What follows belongs to an exercise in optimizing a design on an open flow for small area, a short achievable clock period and few clock cycles; a production flow would make more cautious choices.
No run shown here included a check of the RTL's function; only the layout flow was run.
No activity file was given, so power comes from the tool's default toggle rates.

==> flow/design.v (outline; a module is shown in full before it is edited, if it fits) <==
// module LASER: 2688 lines
module LASER (
    input            CLK,
    input            RST,
    input      [3:0] X,
    input      [3:0] Y,
    output reg [3:0] C1X,
    output reg [3:0] C1Y,
    output reg [3:0] C2X,
    output reg [3:0] C2Y,
    output reg       DONE
);
  // ...
==> flow/run.sh <==
#!/bin/bash
# synth_recipe.tcl (not shown) runs the flow's synth.tcl, then flattens the netlist and writes it again
# the make line also repeats each setting of config.mk as NAME=value (left out here)
make -C /OpenROAD-flow-scripts/flow DESIGN_CONFIG=/design/flow/config.mk WORK_HOME=/design/flow/orfs CLKGATE_MAP_FILE= SYNTH_SCRIPT=/design/flow/synth_recipe.tcl finish
==> flow/config.mk <==
export PLATFORM = sky130hd
export DESIGN_NAME = LASER
export DESIGN_NICKNAME = LASER
export VERILOG_FILES = /design/flow/design.v
export SDC_FILE = /design/flow/constraint.sdc
export NUM_CORES = 4
export LEC_CHECK = 0
export CAP_MARGIN = 20
export CORE_MARGIN = 2
export CORE_UTILIZATION = 40
export SLEW_MARGIN = 20
==> flow/constraint.sdc <==
create_clock -name core_clock -period 11.0 [get_ports {CLK}]
set_input_delay 2.2000 -clock core_clock [delete_from_list [all_inputs] [get_ports {CLK}]]
set_output_delay 2.2000 -clock core_clock [all_outputs]
set_load 0.01 [all_outputs]
==> run summary, run 1 <==
status timing/DRC/antenna clean; Layout Nets 9954; leading cell type in the layout, fill and taps excluded inv_1; clock root buffer master clkbuf_16; max-slew violations 0; total wire length 250000 um; Biggest Area Class multi-input gates; share of the synthesized area in the top cell type 25.3%; minimum clock period 4550 ps; clock latency on the worst-skew pair 810 ps; Post-synth EDFFs 33; Clk power 0.00408 W; Tightest Hold Check Type register to register; post-synthesis mux area share 2.16%; Fin Hold WS 291 ps; clock share of power 23.0%; final core utilization 44.0%; GR peak layer met2; WL per Instance 22.8 um; Max clock buf depth 3; NetSw 0.00761 W; Worst Setup Path Type register to register; row cnt 161; Register Area between 0.02 and 0.025 mm2; met1 GRT Util approximately a third; met2 usage roughly 40%; Min-Delay Startpoint ty[78]; Synth Instances 8287; Die ar. slightly below 0.2 mm2; Sw Share 42.9%; buffer and inverter count on the worst path 3; critical path's top delay family adder cells; Power, Total 0.0177 W; P&R area growth vs syn 9.37%; Inverters 1261; register bit total from synthesis just over 1k; Tap Cells 2526; DR top layer met5; post-CTS setup buffer count 0; Final Hold Viols 0; dpl cells about 11k
==> run 2, diff against run 1 <==
--- a/flow/config.mk
+++ b/flow/config.mk
@@ -8,4 +8,5 @@
 export CAP_MARGIN = 20
 export CORE_MARGIN = 2
 export CORE_UTILIZATION = 40
+export SETUP_SLACK_MARGIN = 5
 export SLEW_MARGIN = 20
==> run 2 against run 1 <==
  * Critical path depth stayed put
  * Count of clock-buffer cells in the layout did not move
  * Sequential share of layout area unchanged
  * Fmax stayed put
  * Global-route usage unchanged
==> run summary, run 2 <==
status timing/DRC/antenna clean (unchanged); Fin Hold WS 291 ps (unchanged); Min-Delay Startpoint ty[78] (unchanged); Core Region 0.192 mm2 (unchanged); I/O pins 27 (unchanged); buffer and inverter count on the worst path 3 (unchanged); setup violators final 0 (unchanged); final core utilization 44.0% (unchanged); Worst Tran Pin Value 1120 ps (unchanged); P&R area growth vs syn 9.37% (unchanged); DR vias/cell 5.48 (unchanged); WL per Instance 22.8 um (unchanged); registers with the most flip-flops tx (160), ty (160), tm (40) (unchanged); Tightest Hold Check Type register to register (unchanged); Slowest-stage cell, CP dfxtp_1 (unchanged); Main synth FF type dfxtp_1 (unchanged); CTS Buf Count 118 (unchanged); RSZ-0062 raised after global routing false (unchanged); routability cong. 1.00 (unchanged); PnR worst setup slack 6450 ps (unchanged); Via Count 60.2k (unchanged); Netlist Area Pre-Place 0.0774 mm2 (unchanged); Final Hold Viols 0 (unchanged); slowest stage delay, CP 550 ps (about the same); Worst IR Drop VDD 181 uV (unchanged); Netlist cell types 94 (unchanged); Sw Share 42.9% (unchanged); met2 usage 40.1% (unchanged); flop-to-flop setup slack 6450 ps (about the same); CP Launch Type register (unchanged); clock latency on the worst-skew pair 810 ps (about the same); area leader, netlist dfxtp_1 (unchanged); first-pass GRT wire length 375000 um (unchanged); RR Endpoint tm[1] (unchanged); Critical Path End Type register (unchanged); Worst Path Arrival 5190 ps (about the same); CTS Sinks 1011 (unchanged); max-slew violations 0 (unchanged); yosys warns 1 (unchanged); pin count of the biggest net entering global routing 38 (unchanged); most frequent cell after synthesis inv_1 (unchanged); sequential area share after synthesis 26.6% (unchanged); die extent in x 444 um (unchanged); LEAKAGE 40.0 nW (unchanged); worst-path cell chain and2_1 -> inv_1 -> fa_1 -> fa_1 -> fa_1 -> inv_1 -> fa_1 -> ha_1 -> inv_1 -> fa_1 -> xor2_1 -> xnor2_1 -> xnor2_1 -> nor3_1 -> a31oi_1 -> o41ai_1 (unchanged); total wire length 250000 um (unchanged); Post-synth EDFFs 33 (unchanged); Flop pwr share 27.4% (about the same); Setup crit end tm[1] (unchanged); Pre-Repair DR Iteration Count 6 (unchanged); vias in the first global route 60.1k (unchanged); NetSw 0.00761 W (unchanged); clock share of power 23.0% (about the same); post-CTS setup buffer count 0 (unchanged); top area cells in the synthesized netlist dfxtp_1 25%, fa_1 17%, ha_1 15%, inv_1 6.1%, a21oi_1 2.6% (unchanged); Post-DP HPWL 205000 um (unchanged); Logic pwr share 49.6% (about the same); Post-CTS Resized 0 (unchanged); async set or reset register ratio after synthesis 0% (unchanged); Final Cycle Share 41.4% (unchanged); gr ovfl total 0 (unchanged); P_int 0.0101 W (unchanged); leading cell type in the layout, fill and taps excluded inv_1 (unchanged); clock root buffer master clkbuf_16 (unchanged); setup_tns 0 ps (unchanged); met1 GRT Util 34.5% (unchanged); share of layout cells above drive strength 1 4.41% (unchanged); # Max-Cap Violations 0 (unchanged); row cnt 161 (unchanged); DRT iter0 DRCs 5021 (unchanged); post-route ant nets 0 (unchanged); Synth Instances 8287 (unchanged); CTS clk-pin slew, worst paths 60 ps (about the same); GR peak layer met2 (unchanged); Die ar. 0.197 mm2 (unchanged); CP Depth 16 (unchanged); minimum clock period 4550 ps (unchanged); clk_skew 82.5 ps (unchanged); FF-to-FF Start tx[3] (unchanged); CTS tree done (unchanged); CP Launch Point tx[3] (unchanged); DRC 0 (unchanged); # hold bufs at CTS 0 (unchanged); Total Routing Usage GR 25.1% (unchanged); htree depth 3 (unchanged); Layout Nets 9954 (unchanged); Slew headroom 23.4% (unchanged); Die Height 444 um (unchanged); Syn Area/Cell 9.34 um2 (unchanged); GR met3 Demand/Resource 3.46% (unchanged); most used cell, CP fa_1 (unchanged); Worst Setup Path Type register to register (unchanged); Power, Total 0.0177 W (unchanged); Max clock buf depth 3 (unchanged); syn nets 9892 (unchanged); share of the synthesized area in the top cell type 25.3% (unchanged); Commonest cells post-synth 1260 x inv_1, 978 x dfxtp_1, 938 x ha_1 (unchanged); R2R depth 16 (unchanged); f_max 220 MHz (unchanged); IO Port Bufs 26 (unchanged); register bit total from synthesis 1011 (unchanged); CP max FO 10 (unchanged); critical path's top delay family adder cells (unchanged); initial antenna violation count 10 (unchanged); pre-CTS setup slack 6460 ps (unchanged); Worst EP required 11630 ps (about the same); highest-count cells in the layout ignoring fill and taps 1254 x inv_1, 977 x dfxtp_1, 938 x ha_1 (unchanged); Cell Pwr Density 210 mW/mm2 (unchanged); initial core utilization 40.2% (unchanged)
[run 2: kinds of logic (layout without fill, tap and decap cells)]
family	count (synthesis)	after routing	share of synthesized area [%]
buf+inv	1377	1539	6.75
xor+xnor	233	233	2.64
mux	165	165	2.16
fa+ha+maj	1606	1606	32.3
simple gates	2018	2018	13.4
flops	1011	1011	26.6
compound gates	1877	1877	16.2
other cells	0	9	0
[run 2: cell type report]
| class | count | area (um2) |
|---|---|---|
| diodes | 9 | 22.5 |
| clock buffers | 146 | 3240 |
| clock inverters | 74 | 812 |
| fillers | 18600 | 108000 |
| inverters | 1261 | 4730 |
| multi-input cells | 5899 | 51600 |
| flip-flops and latches | 1011 | 20600 |
| well taps | 2526 | 3160 |
| repair buffers | 58 | 500 |
[run 2: worst min path at each step]
stage | end | slack (ps) | depth (start not counted)
after global placement | dY[0] | 310 | 0
final | ty[82] | 290 | 0
after detailed placement | cY[2] | 310 | 0
after floorplan | cL | 310 | 0
after global routing | ty[82] | 310 | 0
after CTS | ty[82] | 300 | 0
[run 2: metal layers]
layer  up-vias  part of all wire [%]
li1      28500                     -
met4         2                   4.1
met5         -                0.0048
met2      1883                    45
met1     29400                    46
met3       412                   5.4
[run 2: power groups by stage]
stage / clock network, W / registers (W) / logic [W]
3_3_place_gp: 0 / 0.00495 / 0.00845
4_1_cts: 0.00416 / 0.00488 / 0.00869
6_report: 0.00408 / 0.00487 / 0.00880
3_5_place_dp: 0 / 0.00495 / 0.00861
5_1_grt: 0.00430 / 0.00491 / 0.00978
2_1_floorplan: 0 / 0.00465 / 0.00617
[run 2: stage by stage]
step,cell area (um2),std cells
finish,84700,11000
global route,84600,11000
CTS,84600,11000
detailed placement,80600,10800
global placement,80600,10800
floorplan,77400,8287

## separate check: timing with driven ports
How much do the figures lean on ideal ports? The routed layouts below were timed once more, with nothing changed but the port constraints.
Step 1: set_driving_cell puts a clkbuf_16 on CLK and a buf_2 on each other input, an assumption about the parent block.
Step 2 also shifts input and output timing later by t, the mid clock arrival at the registers, as if the neighbouring blocks saw the same clock.
a / b / c = no drivers / after step 1 / after step 2; a / b = the first two.
run	shift t [ns]	setup slack, ns	hold WS [ns]
run 1	0.865	6.446 / 6.446 / 6.446	0.291 / 0.291 / 0.291
run 2	0.865	6.446 / 6.446 / 6.446	0.291 / 0.291 / 0.291
After both steps setup and hold are still met in every run listed.
